This is an optimization exercise on Yosys and OpenROAD, whose aim is small area, not a production implementation.
The RTL was checked by simulation tests, not by an equivalence proof against the original design.
The flow treats the clock pin as an ideal source. Dropping or thinning the clock tree relies on that and would not hold on a real chip.

==> run B <==
==> flow/design.v <==
module seg_decoder
(
    input[3:0]      bin_data,
    output reg[6:0] seg_data
);
wire A,B,C,D;
assign A = bin_data[3];
assign B = bin_data[2];
assign C = bin_data[1];
assign D = bin_data[0];
always@(*)
begin
	seg_data[6] = (~A&~B&~C) | ~A&B&C&D | A&B&~C&~D;
	seg_data[5] = (~A&~B&D) | (~A&~B&C) | (~A&C&D) | (A&B&~C&D);
	seg_data[4] = (~A&D) | (~A&B&~C) | (~B&~C&D);
	seg_data[3] = (~A&~B&~C&D) | (~A&B&~C&~D) + (B&C&D) + (A&~B&C&~D);
	seg_data[2] = (~A&~B&C&~D) | (A&B&~D) | (A&B&C);
	seg_data[1] = (~A&B&~C&D) | (B&C&~D) | (A&B&~D) | (A&C&D);
	seg_data[0] = (~A&~B&~C&D) | (~A&B&~C&~D) | (A&B&~C&D) | (A&~B&C&D);
end
endmodule
module display(
	input        clk,
	input        rst_n,
	input  [7:0] data,
	output [5:0] seg_sel,
	output [7:0] seg_data
);
localparam [15:0] TERM = 16'd16689;
reg [15:0] timer;
reg [2:0]  slot;
wire term = {timer[14:8], timer[6:0]} == {TERM[14:8], TERM[6:0]};
wire fb   = ~(timer[15] ^ timer[8]);
wire slot0 = ~slot[2] & ~slot[0];
wire slot1 = ~slot[1] & slot[0];
wire [6:0] seg;
seg_decoder dec(
	.bin_data (slot0 ? data[7:4] : data[3:0]),
	.seg_data (seg)
);
assign seg_sel  = {4'b1111, ~slot1, ~slot0};
assign seg_data = {1'b1, (slot0 | slot1) ? seg : 7'h7f};
always @(posedge clk or negedge rst_n)
begin
	if (!rst_n)
	begin
		timer <= TERM;
		slot <= 3'b100;
	end
	else
	begin
		timer <= {timer[14:0], fb ^ term};
		if (term)
			slot <= {slot[1:0], ~slot[2]};
	end
end
endmodule
module uart_rx #(
	parameter SYNC = 2           
)(
	input        clk,
	input        rst_n,
	input        rx,
	output [7:0] rx_data,
	output       last            
);
localparam [8:0] S217 = 9'd261;
reg [SYNC-1:0] sync;
reg [3:0]      phase;
reg [8:0]      cnt;
reg [7:0]      rx_buffer;
wire rxs  = sync[SYNC-1];
wire term = cnt[7:0] == 8'hd5;    
wire fb   = ~(cnt[8] ^ cnt[4]);
wire idle = ~phase[3] & (phase[1:0] == 2'd0);
assign rx_data = rx_buffer;
assign last    = ~phase[3] & (phase[1:0] == 2'd2) & term;
always @(posedge clk or negedge rst_n)
	if (!rst_n)
		sync <= {SYNC{1'b1}};
	else
		sync <= {sync[SYNC-2:0], rx};
always @(posedge clk)
	cnt <= idle ? S217 : {cnt[7:0], fb ^ term};
always @(posedge clk or negedge rst_n)
begin
	if (!rst_n)
	begin
		phase <= 4'd0;
		rx_buffer <= 8'd0;
	end
	else if (phase[3])
	begin
		if (term)
		begin
			rx_buffer[phase[2:0]] <= rxs;
			phase <= (phase[2:0] == 3'd7) ? 4'd2 : phase + 4'd1;
		end
	end
	else
	case (phase[1:0])
		2'd0: if (!rxs) phase <= 4'd1;
		2'd1: if (term) phase <= rxs ? 4'd0 : 4'd8;
		2'd2: if (term) phase <= 4'd3;
		2'd3:
		begin
			rx_buffer <= rx_buffer ^ 8'h11;
			phase <= 4'd0;
		end
	endcase
end
endmodule
module uart_tx(
	input        clk,
	input        rst_n,
	input        activate,
	input  [7:0] data,
	output       active,
	output       tx,
	output       done
);
localparam [8:0] S0 = 9'd426;
reg [3:0] phase;
reg [8:0] cnt;
reg [7:0] tx_data;
wire term = cnt[7:0] == 8'hd5;
wire fb   = ~(cnt[8] ^ cnt[4]);
wire ready = ~phase[3] & ~phase[2] & ~phase[1];    
wire capt  = ~phase[3] & phase[2] & ~phase[0];
wire start = ~phase[3] & phase[2] & phase[0];
wire stop  = ~phase[3] & ~phase[2] & phase[1];
assign tx     = phase[3] ? tx_data[phase[2:0]] : ~start;
assign active = phase[3] | phase[2] | (stop & ~term);
assign done   = (ready & phase[0]) | (stop & term);
always @(posedge clk)
	cnt <= capt ? S0 : {cnt[7:0], fb ^ term};
always @(posedge clk)
	if (ready & activate)
		tx_data <= data;
always @(posedge clk or negedge rst_n)
begin
	if (!rst_n)
		phase <= 4'd0;
	else if (phase[3])
	begin
		if (term)
			phase <= (phase[2:0] == 3'd7) ? 4'd2 : phase + 4'd1;
	end
	else if (ready)
		phase <= activate ? 4'd4 : 4'd0;
	else if (capt)
		phase <= 4'd5;
	else if (term)
		phase <= start ? 4'd8 : 4'd1;
end
endmodule
module uart_display(
	input 		clk,
	input 		rst_n,
	input			rx,
	input			rx_key,
	output		tx,
	output		done,
	output 		active,
	output[5:0] seg_sel,
	output[7:0]	seg_data
);
wire        last;
wire [7:0]  data;
wire [7:0]  key;
uart_rx #(.SYNC(3)) uart_rx0(
	.clk(clk),
	.rst_n(rst_n),
	.rx(rx),
	.rx_data(data),
	.last(last)
);
uart_rx #(.SYNC(2)) uart_rx1(
	.clk(clk),
	.rst_n(rst_n),
	.rx(rx_key),
	.rx_data(key),
	.last()
);
uart_tx uart_tx0(
	.clk(clk),
	.rst_n(rst_n),
	.activate(last),
	.data(data ^ key),
	.active(active),
	.tx(tx),
	.done(done)
);
display seg_scan_m0(
	.clk(clk),
	.rst_n(rst_n),
	.data(data),
	.seg_sel(seg_sel),
	.seg_data(seg_data)
);
endmodule
==> flow/flow/run.sh <==
#!/bin/bash
# Own flow: the standard layout (standard.sh), with
#  - synthesis: flow/synth.tcl, the standard synthesis with an area-oriented
#    ABC script (flow/area.abc) for the final mapping, best of 8 seeds;
#  - no adder extraction before ABC (ADDER_MAP_FILE empty), so ABC maps
#    all of the logic;
#  - port buffers: sky130_fd_sc_hd__buf_1 instead of the resizer's default;
#  - clock tree: flow/clock_tree.tcl (PRE_CTS_TCL) replaces TritonCTS with
#    three clkbuf_16 leaf buffers driven by the clock port, each at the
#    centre of its group of flip-flops;
#  - one tie cell for all constant outputs (SKIP_REPAIR_TIE_FANOUT).
# All tool output goes to flow_standard.log here and ORFS's logs under orfs/logs.
set -euo pipefail
W=$(pwd)
bash standard.sh \
  SYNTH_SCRIPT="$W/flow/synth.tcl" \
  AREA_ABC_SCRIPT="$W/flow/area.abc" \
  "AREA_ABC_SEEDS=0 1 2 3 4 5 6 7" \
  "BUFFER_PORTS_ARGS=-buffer_cell sky130_fd_sc_hd__buf_1" \
  ADDER_MAP_FILE= \
  PRE_CTS_TCL="$W/flow/clock_tree.tcl" \
  CLOCK_TREE_NBUF=3 \
  CLOCK_TREE_BUF=sky130_fd_sc_hd__clkbuf_16 \
  CLOCK_TREE_ROOT= \
  SKIP_REPAIR_TIE_FANOUT=1 \
  finish > "$W/flow_standard.log" 2>&1
==> flow/flow/area.abc <==
strash
&get -n
&deepsyn -T 20
&put
&get -n
&dch -f
&nf -a -R 1000
&put
topo
dnsize -c
==> flow/flow/clock_tree.tcl <==
# Clock tree for this small design, used in place of TritonCTS: sourced as
# PRE_CTS_TCL, it redefines clock_tree_synthesis to build the tree below.
# The flip-flops are split into CLOCK_TREE_NBUF groups by k-means on their
# placed locations; each group is driven by one CLOCK_TREE_BUF buffer at its
# centre. The leaf buffers are driven by the clock port, or, with
# CLOCK_TREE_ROOT set, by one buffer of that type at the centre of the leaves.
# Every flip-flop is the same number of buffers away from the port.
proc clock_tree_kmeans { pts k } {
  # pts: list of {item x y}; returns list of k groups (lists of pts)
  set n [llength $pts]
  set sorted [lsort -integer -index 1 $pts]
  set cents {}
  for { set c 0 } { $c < $k } { incr c } {
    set p [lindex $sorted [expr { ($c * $n + $n / 2) / $k }]]
    lappend cents [list [lindex $p 1] [lindex $p 2]]
  }
  set cap [expr { ($n + $k - 1) / $k + 2 }]
  for { set iter 0 } { $iter < 30 } { incr iter } {
    # balanced assignment: points in order of their best distance, each to
    # the nearest centre with room left
    set cand {}
    foreach p $pts {
      set ds {}
      for { set c 0 } { $c < $k } { incr c } {
        set cx [lindex $cents $c 0]
        set cy [lindex $cents $c 1]
        lappend ds [list $c [expr { abs([lindex $p 1] - $cx) + abs([lindex $p 2] - $cy) }]]
      }
      set ds [lsort -integer -index 1 $ds]
      lappend cand [list $p $ds [lindex $ds 0 1]]
    }
    set cand [lsort -integer -index 2 $cand]
    set groups {}
    set fill {}
    for { set c 0 } { $c < $k } { incr c } {
      lappend groups {}
      lappend fill 0
    }
    foreach e $cand {
      foreach d [lindex $e 1] {
        set c [lindex $d 0]
        if { [lindex $fill $c] < $cap } {
          lset groups $c [concat [lindex $groups $c] [list [lindex $e 0]]]
          lset fill $c [expr { [lindex $fill $c] + 1 }]
          break
        }
      }
    }
    set newc {}
    for { set c 0 } { $c < $k } { incr c } {
      set g [lindex $groups $c]
      if { [llength $g] == 0 } {
        lappend newc [lindex $cents $c]
        continue
      }
      set sx 0
      set sy 0
      foreach p $g {
        incr sx [lindex $p 1]
        incr sy [lindex $p 2]
      }
      lappend newc [list [expr { $sx / [llength $g] }] [expr { $sy / [llength $g] }]]
    }
    if { $newc == $cents } { break }
    set cents $newc
  }
  return $groups
}

proc clock_tree_synthesis { args } {
  set nbuf 4
  if { [info exists ::env(CLOCK_TREE_NBUF)] } { set nbuf $::env(CLOCK_TREE_NBUF) }
  set bufname sky130_fd_sc_hd__clkbuf_8
  if { [info exists ::env(CLOCK_TREE_BUF)] } { set bufname $::env(CLOCK_TREE_BUF) }
  set rootname ""
  if { [info exists ::env(CLOCK_TREE_ROOT)] } { set rootname $::env(CLOCK_TREE_ROOT) }
  set block [ord::get_db_block]
  set master [[ord::get_db] findMaster $bufname]
  set clk_port_net [[$block findBTerm clk] getNet]
  set sinks {}
  foreach it [$clk_port_net getITerms] {
    set inst [$it getInst]
    set box [$inst getBBox]
    lappend sinks [list $it [expr { ([$box xMin] + [$box xMax]) / 2 }] \
      [expr { ([$box yMin] + [$box yMax]) / 2 }]]
  }
  puts "clock tree: [llength $sinks] sinks, $nbuf x $bufname, root '$rootname'"
  set drv_net $clk_port_net
  if { $rootname != "" } {
    set rinst [odb::dbInst_create $block [[ord::get_db] findMaster $rootname] clkbuf_tree_root]
    set drv_net [odb::dbNet_create $block clk_tree_root]
    $drv_net setSigType CLOCK
    [$rinst findITerm A] connect $clk_port_net
    [$rinst findITerm X] connect $drv_net
  }
  set groups [clock_tree_kmeans $sinks $nbuf]
  set bx 0
  set by 0
  set b 0
  foreach group $groups {
    if { [llength $group] == 0 } { continue }
    set inst [odb::dbInst_create $block $master "clkbuf_tree_$b"]
    set net [odb::dbNet_create $block "clk_tree_$b"]
    $net setSigType CLOCK
    set sx 0
    set sy 0
    foreach s $group {
      set it [lindex $s 0]
      $it disconnect
      $it connect $net
      incr sx [lindex $s 1]
      incr sy [lindex $s 2]
    }
    set cnt [llength $group]
    [$inst findITerm A] connect $drv_net
    [$inst findITerm X] connect $net
    set x [expr { $sx / $cnt }]
    set y [expr { $sy / $cnt }]
    $inst setLocation $x $y
    $inst setPlacementStatus PLACED
    incr bx $x
    incr by $y
    puts "clock tree: clkbuf_tree_$b drives $cnt flip-flops"
    incr b
  }
  if { $rootname != "" } {
    $rinst setLocation [expr { $bx / $b }] [expr { $by / $b }]
    $rinst setPlacementStatus PLACED
  }
  set_propagated_clock [all_clocks]
}
==> flow/flow/synth.tcl <==
# The standard synthesis (synth_recipe.tcl), with the final ABC mapping
# run with an area-oriented script (flow/area.abc) instead of ORFS's speed
# script. The script's &deepsyn step is run once for each random seed in
# AREA_ABC_SEEDS, each from the same starting netlist, and the mapping with
# the smallest cell area is kept. Registers are mapped before ABC and are not
# touched by it.
proc synth {args} { yosys synth -nofsm -noshare {*}$args }
proc abc {args} {
  set i [lsearch -exact $args -script]
  set lib [lindex $args [expr { [lsearch -exact $args -liberty] + 1 }]]
  set template [read [open $::env(AREA_ABC_SCRIPT)]]
  yosys design -save area_abc_start
  set best_area -1
  foreach seed $::env(AREA_ABC_SEEDS) {
    set script $::env(OBJECTS_DIR)/area_abc_seed$seed.abc
    set f [open $script w]
    puts -nonewline $f [string map [list "&deepsyn -T 20" "&deepsyn -T 20 -S $seed"] $template]
    close $f
    lset args [expr { $i + 1 }] $script
    yosys design -load area_abc_start
    yosys abc {*}$args
    set rpt $::env(OBJECTS_DIR)/area_abc_seed$seed.stat
    yosys tee -q -o $rpt stat -liberty $lib
    set area -1
    foreach line [split [read [open $rpt]] "\n"] {
      if { [regexp {Chip area for module.*:\s*([0-9.]+)} $line -> a] } { set area $a }
    }
    puts "area ABC seed $seed: cell area $area"
    if { $area >= 0 && ($best_area < 0 || $area < $best_area) } {
      set best_area $area
      yosys design -save area_abc_best
    }
  }
  yosys design -load area_abc_best
  puts "area ABC: kept the mapping with cell area $best_area"
}
source $::env(SCRIPTS_DIR)/synth.tcl
# left out here: clear keep_hierarchy, flatten, clean up, hide names made inside functions, write 1_2_yosys.v
==> flow/standard.sh <==
#!/bin/bash
# synth_recipe.tcl (not shown) runs the flow's synth.tcl, then flattens the netlist and writes it again
# the make line also repeats each setting of config.mk as NAME=value (left out here)
make -C /OpenROAD-flow-scripts/flow DESIGN_CONFIG=/design/flow/config.mk WORK_HOME=/design/flow/orfs CLKGATE_MAP_FILE= SYNTH_SCRIPT=/design/flow/synth_recipe.tcl "${@:-finish}"
==> flow/config.mk <==
export PLATFORM = sky130hd
export DESIGN_NAME = uart_display
export DESIGN_NICKNAME = uart_display
export VERILOG_FILES = /design/flow/design.v
export SDC_FILE = /design/flow/constraint.sdc
export NUM_CORES = 4
export LEC_CHECK = 0
export CAP_MARGIN = 0
export CORE_MARGIN = 2
export CORE_UTILIZATION = 70
export GPL_ROUTABILITY_DRIVEN = 0
export GPL_TIMING_DRIVEN = 0
export PLACE_DENSITY = 0.85
export SLEW_MARGIN = 0
==> flow/constraint.sdc <==
create_clock -name core_clock -period 20.0 [get_ports {clk}]
set_input_delay 4.0000 -clock core_clock [delete_from_list [all_inputs] [get_ports {clk}]]
set_output_delay 4.0000 -clock core_clock [all_outputs]
set_load 0.01 [all_outputs]
==> run D: changes against run B <==
--- a/flow/config.mk
+++ b/flow/config.mk
@@ -8,7 +8,5 @@
 export CAP_MARGIN = 0
 export CORE_MARGIN = 2
 export CORE_UTILIZATION = 70
-export GPL_ROUTABILITY_DRIVEN = 0
-export GPL_TIMING_DRIVEN = 0
 export PLACE_DENSITY = 0.85
 export SLEW_MARGIN = 0
==> run R: changes against run B <==
==> flow/flow/run.sh (replaced) <==
#!/bin/bash
# Own flow: the standard layout (standard.sh), with
#  - synthesis: flow/synth.tcl, the standard synthesis with area-oriented
#    ABC scripts (flow/area.abc, flow/area2.abc) for the final mapping, best
#    of 8 seeds each;
#  - no adder extraction before ABC (ADDER_MAP_FILE empty), so ABC maps
#    all of the logic;
#  - port buffers: sky130_fd_sc_hd__buf_1 instead of the resizer's default;
#  - clock tree: flow/clock_tree.tcl (PRE_CTS_TCL) replaces TritonCTS with
#    three buf_12 leaf buffers driven by the clock port, each at the
#    centre of its group of flip-flops;
#  - one tie cell for all constant outputs (SKIP_REPAIR_TIE_FANOUT).
# All tool output goes to flow_standard.log here and ORFS's logs under orfs/logs.
set -euo pipefail
W=$(pwd)
bash standard.sh \
  SYNTH_SCRIPT="$W/flow/synth.tcl" \
  "AREA_ABC_SCRIPTS=$W/flow/area.abc $W/flow/area2.abc" \
  "AREA_ABC_SEEDS=0 1 2 3 4 5 6 7" \
  "BUFFER_PORTS_ARGS=-buffer_cell sky130_fd_sc_hd__buf_1" \
  ADDER_MAP_FILE= \
  PRE_CTS_TCL="$W/flow/clock_tree.tcl" \
  CLOCK_TREE_NBUF=3 \
  CLOCK_TREE_BUF=sky130_fd_sc_hd__buf_12 \
  CLOCK_TREE_ROOT= \
  SKIP_REPAIR_TIE_FANOUT=1 \
  finish > "$W/flow_standard.log" 2>&1
==> flow/flow/area2.abc (new file) <==
strash
&get -n
&deepsyn -T 20
&put
dch -f
map -a
&get -n
&dch -f
&nf -a -R 1000
&put
topo
dnsize -c
==> flow/flow/synth.tcl (replaced) <==
# The standard synthesis (synth_recipe.tcl), with the final ABC mapping
# run with area-oriented scripts (AREA_ABC_SCRIPTS) instead of ORFS's speed
# script. Each script is run once for each random seed of its &deepsyn step
# in AREA_ABC_SEEDS, each from the same starting netlist, and the mapping with
# the smallest cell area is kept. Registers are mapped before ABC and are not
# touched by it.
proc synth {args} { yosys synth -nofsm -noshare {*}$args }
proc abc {args} {
  set i [lsearch -exact $args -script]
  set lib [lindex $args [expr { [lsearch -exact $args -liberty] + 1 }]]
  yosys design -save area_abc_start
  set best_area -1
  set k 0
  foreach template_file $::env(AREA_ABC_SCRIPTS) {
  set template [read [open $template_file]]
  incr k
  foreach seed $::env(AREA_ABC_SEEDS) {
    set script $::env(OBJECTS_DIR)/area_abc_${k}_seed$seed.abc
    set f [open $script w]
    puts -nonewline $f [string map [list "&deepsyn -T 20" "&deepsyn -T 20 -S $seed"] $template]
    close $f
    lset args [expr { $i + 1 }] $script
    yosys design -load area_abc_start
    yosys abc {*}$args
    set rpt $::env(OBJECTS_DIR)/area_abc_${k}_seed$seed.stat
    yosys tee -q -o $rpt stat -liberty $lib
    set area -1
    foreach line [split [read [open $rpt]] "\n"] {
      if { [regexp {Chip area for module.*:\s*([0-9.]+)} $line -> a] } { set area $a }
    }
    puts "area ABC [file tail $template_file] seed $seed: cell area $area"
    if { $area >= 0 && ($best_area < 0 || $area < $best_area) } {
      set best_area $area
      yosys design -save area_abc_best
    }
  }
  }
  yosys design -load area_abc_best
  puts "area ABC: kept the mapping with cell area $best_area"
}
source $::env(SCRIPTS_DIR)/synth.tcl
# left out here: clear keep_hierarchy, flatten, clean up, hide names made inside functions, write 1_2_yosys.v
==> flow/config.mk (replaced) <==
export PLATFORM = sky130hd
export DESIGN_NAME = uart_display
export DESIGN_NICKNAME = uart_display
export VERILOG_FILES = /design/flow/design.v
export SDC_FILE = /design/flow/constraint.sdc
export NUM_CORES = 4
export LEC_CHECK = 0
export CAP_MARGIN = 20
export CORE_MARGIN = 2
export CORE_UTILIZATION = 70
export PLACE_DENSITY = 0.85
export SLEW_MARGIN = 20
==> out/metrics.yaml <==
status: "finished clean"
clkLatencyLatePin_ps: 140
multi_input_area_sq_um: 1230
wirelength_mm: 5.46
slowest_delay_ps: 650
netlist_top_cells_count: "41 x dfrtp_1, 31 x nand2_1, 28 x nor2_1, 27 x dfxtp_1, 20 x a21oi_1"
holdPathEnd: "seg_scan_m0.timer[8]$_DFF_PN1_"
grt_use_met3_pct: 1.23
wl_met2_mm: 2.64
synth-simple-area-share_pct: 18.6
# the run above: run R

==> out/metrics.yaml <==
synth-simple-area-share_pct: 19.7
tightest_slew_ps: 896
holdPathEnd: "uart_rx0.sync[2]$_DFF_PN1_"
netlist_top_cells_count: "41 x dfrtp_1, 33 x nor2_1, 32 x nand2_1, 27 x dfxtp_1, 19 x nor2b_1"
status: "finished clean"
multi_input_area_sq_um: 1250
wl_met2_mm: 2.84
clkLatencyLatePin_ps: 170
wirelength_mm: 5.56
grt_use_met3_pct: 2.06
slowest_delay_ps: 540
# the run above: run B

==> out/metrics.yaml <==
grt_use_met3_pct: 1.10
slowest_delay_ps: 520
wl_met2_mm: 2.78
netlist_top_cells_count: "41 x dfrtp_1, 33 x nor2_1, 32 x nand2_1, 27 x dfxtp_1, 19 x nor2b_1"
synth-simple-area-share_pct: 19.7
wirelength_mm: 5.51
holdPathEnd: "seg_scan_m0.timer[8]$_DFF_PN1_"
clkLatencyLatePin_ps: 170
status: "finished clean"
# the run above: run D

No run of this note takes its clock network from TritonCTS; it comes from the design's own scripts or RTL.

afterwards: timing with drivers on the ports:
Ports are ideal in the flow. The routed layouts listed here were re-timed in OpenROAD.
Step 1 (the two cells are an assumption about what drives the block):
set clk [get_ports {clk}]
set_driving_cell -lib_cell sky130_fd_sc_hd__clkbuf_16 $clk
set_driving_cell -lib_cell sky130_fd_sc_hd__buf_2 [delete_from_list [all_inputs] $clk]
Step 2 adds t to the input delays and takes it off the output delays; t is the mean of the earliest and latest rising clock arrival at the registers after step 1. Input paths then give back, and output paths get back, about the clock's delay inside the block.
a / b / c = ideal / step 1 / step 2; a / b = the first two.
run	t (ns)	setup slack, ns	hold WS [ns]	worst setup path at the end	pins driven straight from the clock port
run B	0.222	13.083 / 13.020 / 13.242	0.364 / 0.364 / 0.364	register to output	3
run D	0.223	13.131 / 13.068 / 13.291	0.364 / 0.364 / 0.364	register to output	3
run R	0.197	13.060 / 12.994 / 13.190	0.361 / 0.361 / 0.361	register to output	3
After both steps every run listed still meets setup and hold.
